This design comes from an exercise in tuning for small area and a short achievable clock period on the open sky130 flow, not from production work.
At most, simulation tests tie the RTL to the original design; equivalence was not proved.
No activity file was given, so power comes from the tool's default toggle rates.

## PCPU
module PCPU(
	input clock,
	input [15:0] d_datain,
	input enable,
	input [15:0] i_datain,
	input reset,
	input [3:0] select_y,
	input start,
	output [7:0] d_addr,
	output [15:0] d_dataout,
	output d_we,
	output [7:0] i_addr,
	output [15:0] y,
	input show_gr
);
==> flow/config.mk <==
export PLATFORM = sky130hd
export DESIGN_NAME = PCPU
export DESIGN_NICKNAME = PCPU
export VERILOG_FILES = /design/flow/design.v
export SDC_FILE = /design/flow/constraint.sdc
export NUM_CORES = 4
export LEC_CHECK = 0
export CAP_MARGIN = 20
export CORE_MARGIN = 2
export CORE_UTILIZATION = 40
export CTS_BUF_LIST = sky130_fd_sc_hd__clkbuf_16
export CTS_CLUSTER_DIAMETER = 80
export CTS_CLUSTER_SIZE = 24
export SETUP_SLACK_MARGIN = 3.2
export SLEW_MARGIN = 20
export TNS_END_PERCENT = 20
==> flow/constraint.sdc <==
create_clock -name core_clock -period 7.5 [get_ports {clock}]
set_input_delay 1.5000 -clock core_clock [delete_from_list [all_inputs] [get_ports {clock}]]
set_output_delay 1.5000 -clock core_clock [all_outputs]
set_load 0.01 [all_outputs]
standard.sh (not shown) runs the stock make flow with config.mk's settings and CLKGATE_MAP_FILE= SYNTH_SCRIPT=/design/flow/synth_recipe.tcl, a recipe that flattens the netlist after the stock synthesis.
==> flow/flow/run.sh <==
#!/bin/bash
# Layout: the standard flow (standard.sh: standard synthesis, floorplan,
# placement, CTS, routing), unchanged except that the port buffers are
# made from sky130_fd_sc_hd__buf_1 rather than ORFS's default delay-buffer
# cell; every port still gets its buffer, and the resizer upsizes the ones
# timing needs. The make output goes to standard.log here; the tools' own
# logs are under orfs/logs/.
set -euo pipefail
export BUFFER_PORTS_ARGS="-buffer_cell sky130_fd_sc_hd__buf_1"
bash standard.sh > standard.log 2>&1
Rerun with:
--- a/flow/design.v
+++ b/flow/design.v
@@ -20,20 +20,23 @@
 	wire is_sla = op == 5'b00110;
 	wire is_shr = op == 5'b00101 || op == 5'b00111;
 	wire is_or = !(arith || is_and || is_xor || is_not || is_sll ||
 		is_sla || is_shr);
 	wire cin = cincf ? cf ^ sub : sub;
 	wire [15:0] badd = store ? {12'd0, offset} : operandB;
 	wire [15:0] bx = badd ^ {16{sub}};
 	wire [17:0] s = {1'b0, operandA, 1'b1} + {1'b0, bx, cin};
 	wire [15:0] sum = s[16:1];
 	assign cout = s[17] ^ sub;
+	wire [15:0] p = operandA ^ bx;
+	wire [15:0] k = operandA | bx;
+	wire sum_zero = &(p ~^ {k[14:0], cin});
 	wire left = op[1:0] == 2'b00 || op[1:0] == 2'b10;	 
 	reg [15:0] arev;
 	integer i;
 	always @(*)
 		for (i = 0; i < 16; i = i + 1)
 			arev[i] = operandA[15 - i];
 	wire [15:0] sin = left ? arev : operandA;
 	wire fill = op == 5'b00111 && operandA[15];
 	wire [15:0] sr = $signed({fill, sin}) >>> operandB[3:0];
 	reg [15:0] srrev;
@@ -284,13 +287,13 @@
 			wb_halt <= !pc_jump && mem_op == 5'b00001;
 			wb_we <= !pc_jump && mem_we;
 			wb_fw <= !pc_jump && mem_fw;
 			wb_r1 <= mem_r1;
 		end
 	end
 	always @(posedge clock) begin
 		if (run)
 			reg_C1 <= mem_load ? d_datain : reg_C;
 	end
-	wire [15:0] y_gr = grsel(dec8(select_y[2:0]) & gr_ok, grv);
-	assign y = show_gr ? y_gr : {8'd0, pc};
+	assign y = grsel(dec8(select_y[2:0]) & gr_ok & {8{show_gr}}, grv) |
+		{8'd0, pc & {8{!show_gr}}};
 endmodule
Outcome: Via count fell by a few percent; maximum frequency is higher slightly; setup slack improves by 0.045 ns; final cell count decreases by a few percent; total power is lower by a few percent; non-clock buffer count grows by 2; worst hold slack loses 0.0061 ns; synthesized area is lower by a few percent.
No functional check of the RTL was part of the first run of this note.

========
rev 12:
Another version of the RTL of PCPU (not shown whole).
Size: ~1,900 cells after synthesis, ~280 flip-flops, roughly 18,000 µm² of cells after synthesis.
==> module ALU, before the edit <==
module ALU(
	input [4:0] op,
	input cf,
	input sub,		 
	input cincf,		 
	input arith,		 
	input store,		 
	input [3:0] offset,
	input [15:0] operandA,
	input [15:0] operandB,
	output [15:0] ALUo,
	output zero,
	output cout
);
	wire is_and = op == 5'b01101;
	wire is_xor = op == 5'b01111;
	wire is_not = op == 5'b10011;
	wire is_sll = op == 5'b00100;
	wire is_sla = op == 5'b00110;
	wire is_shr = op == 5'b00101 || op == 5'b00111;
	wire is_or = !(arith || is_and || is_xor || is_not || is_sll ||
		is_sla || is_shr);
	wire cin = cincf ? cf ^ sub : sub;
	wire [15:0] badd = store ? {12'd0, offset} : operandB;
	wire [15:0] bx = badd ^ {16{sub}};
	wire [17:0] s = {1'b0, operandA, 1'b1} + {1'b0, bx, cin};
	wire [15:0] sum = s[16:1];
	assign cout = s[17] ^ sub;
	wire left = op[1:0] == 2'b00 || op[1:0] == 2'b10;	 
	reg [15:0] arev;
	integer i;
	always @(*)
		for (i = 0; i < 16; i = i + 1)
			arev[i] = operandA[15 - i];
	wire [15:0] sin = left ? arev : operandA;
	wire fill = op == 5'b00111 && operandA[15];
	wire [15:0] sr = $signed({fill, sin}) >>> operandB[3:0];
	reg [15:0] srrev;
	always @(*)
		for (i = 0; i < 16; i = i + 1)
			srrev[i] = sr[15 - i];
	wire [15:0] shl = {is_sla ? operandA[15] : srrev[15], srrev[14:0]};
	wire [15:0] other =
		({16{is_and}} & (operandA & operandB)) |
		({16{is_or}} & (operandA | operandB)) |
		({16{is_xor}} & (operandA ^ operandB)) |
		({16{is_not}} & ~operandA) |
		({16{is_sll || is_sla}} & shl) |
		({16{is_shr}} & sr);
	assign ALUo = ({16{arith}} & sum) | other;
	assign zero = ALUo == 16'd0;
endmodule
export LEC_CHECK = 0
export CAP_MARGIN = 20
export CORE_MARGIN = 2
export CORE_UTILIZATION = 50
export CTS_BUF_LIST = sky130_fd_sc_hd__clkbuf_16
export CTS_CLUSTER_DIAMETER = 80
export CTS_CLUSTER_SIZE = 24
export SETUP_SLACK_MARGIN = 3.2
export SLEW_MARGIN = 20
export TNS_END_PERCENT = 20
create_clock -name core_clock -period 7.5 [get_ports {clock}]
Scripts as last shown in full above: flow/flow/run.sh
Rev 12: full flow OK, the timing, design-rule and antenna checks passed
What rev 13 does differently from rev 12 at the input level:
diff --git a/flow/design.v b/flow/design.v
--- a/flow/design.v
+++ b/flow/design.v
@@ -26,8 +26,11 @@
 	wire [15:0] bx = badd ^ {16{sub}};
 	wire [17:0] s = {1'b0, operandA, 1'b1} + {1'b0, bx, cin};
 	wire [15:0] sum = s[16:1];
 	assign cout = s[17] ^ sub;
+	wire [15:0] p = operandA ^ bx;
+	wire [15:0] k = operandA | bx;
+	wire sum_zero = &(p ~^ {k[14:0], cin});
 	wire left = op[1:0] == 2'b00 || op[1:0] == 2'b10;	 
 	reg [15:0] arev;
 	integer i;
 	always @(*)
--- outcome ---
Starting DRC count in detailed routing came out exactly the same in rev 12 and rev 13.
Clock distribution area overhead in the final layout came out exactly the same in rev 12 and rev 13.
Reported for rev 12 and rev 13, worst ir drop on vdd turned out identical to the last digit.
From rev 12 to rev 13, wire length of the first global-routing pass did not move at all.
Final design area excluding fillers: rev 13 vs rev 12 identical
As far as worst hold slack is concerned, rev 12 and rev 13 perform about the same.
Comparing rev 13 against rev 12, there is no change at all in hold violation total from the final report.
Comparing rev 12 against rev 13, there is no change at all in share of the core filled with cells.
From rev 12 to rev 13, final critical-path share of the clock period did not move at all.
Rev 13 vs. rev 12: mean number of vias per cell closely matched the old numbers; area growth from synthesis to final layout closely matched the old numbers.

[what the ideal ports hide]
No port has a modelled driver above. Below, the same layouts with a new extraction and two added sets of constraints.
Step 1 (the two cells are an assumption about what drives the block):
set clk [get_ports {clock}]
set_driving_cell -lib_cell sky130_fd_sc_hd__clkbuf_16 $clk
set_driving_cell -lib_cell sky130_fd_sc_hd__buf_2 [delete_from_list [all_inputs] $clk]
Step 2 moves the port delays by t, midway between the first and last clock arrival at a register: inputs arrive t later, outputs are due t later. That takes back most of the time a late clock gives input paths.
a / b / c = no drivers / after step 1 / after step 2; a / b = the first two.
run | shift t [ns] | setup slack, ns | latest minus earliest clock arrival (ns) | worst data-port slew with drivers (ns)
the first run of note 1 | 0.619 | 3.096 / 3.045 / 3.045 | 0.066 / 0.067 | 0.07
the second run of note 1 | 0.605 | 3.141 / 3.098 / 3.098 | 0.053 / 0.053 | 0.05
rev 12 | 0.587 | 3.137 / 3.113 / 3.113 | 0.035 / 0.035 | 0.04
rev 13 | 0.587 | 3.137 / 3.113 / 3.113 | 0.035 / 0.035 | 0.04
After both steps every run listed still meets setup and hold. The setup slack of the first run of note 1, which loses most, moves by -0.051 ns with the drivers and by -0.051 ns with both steps.
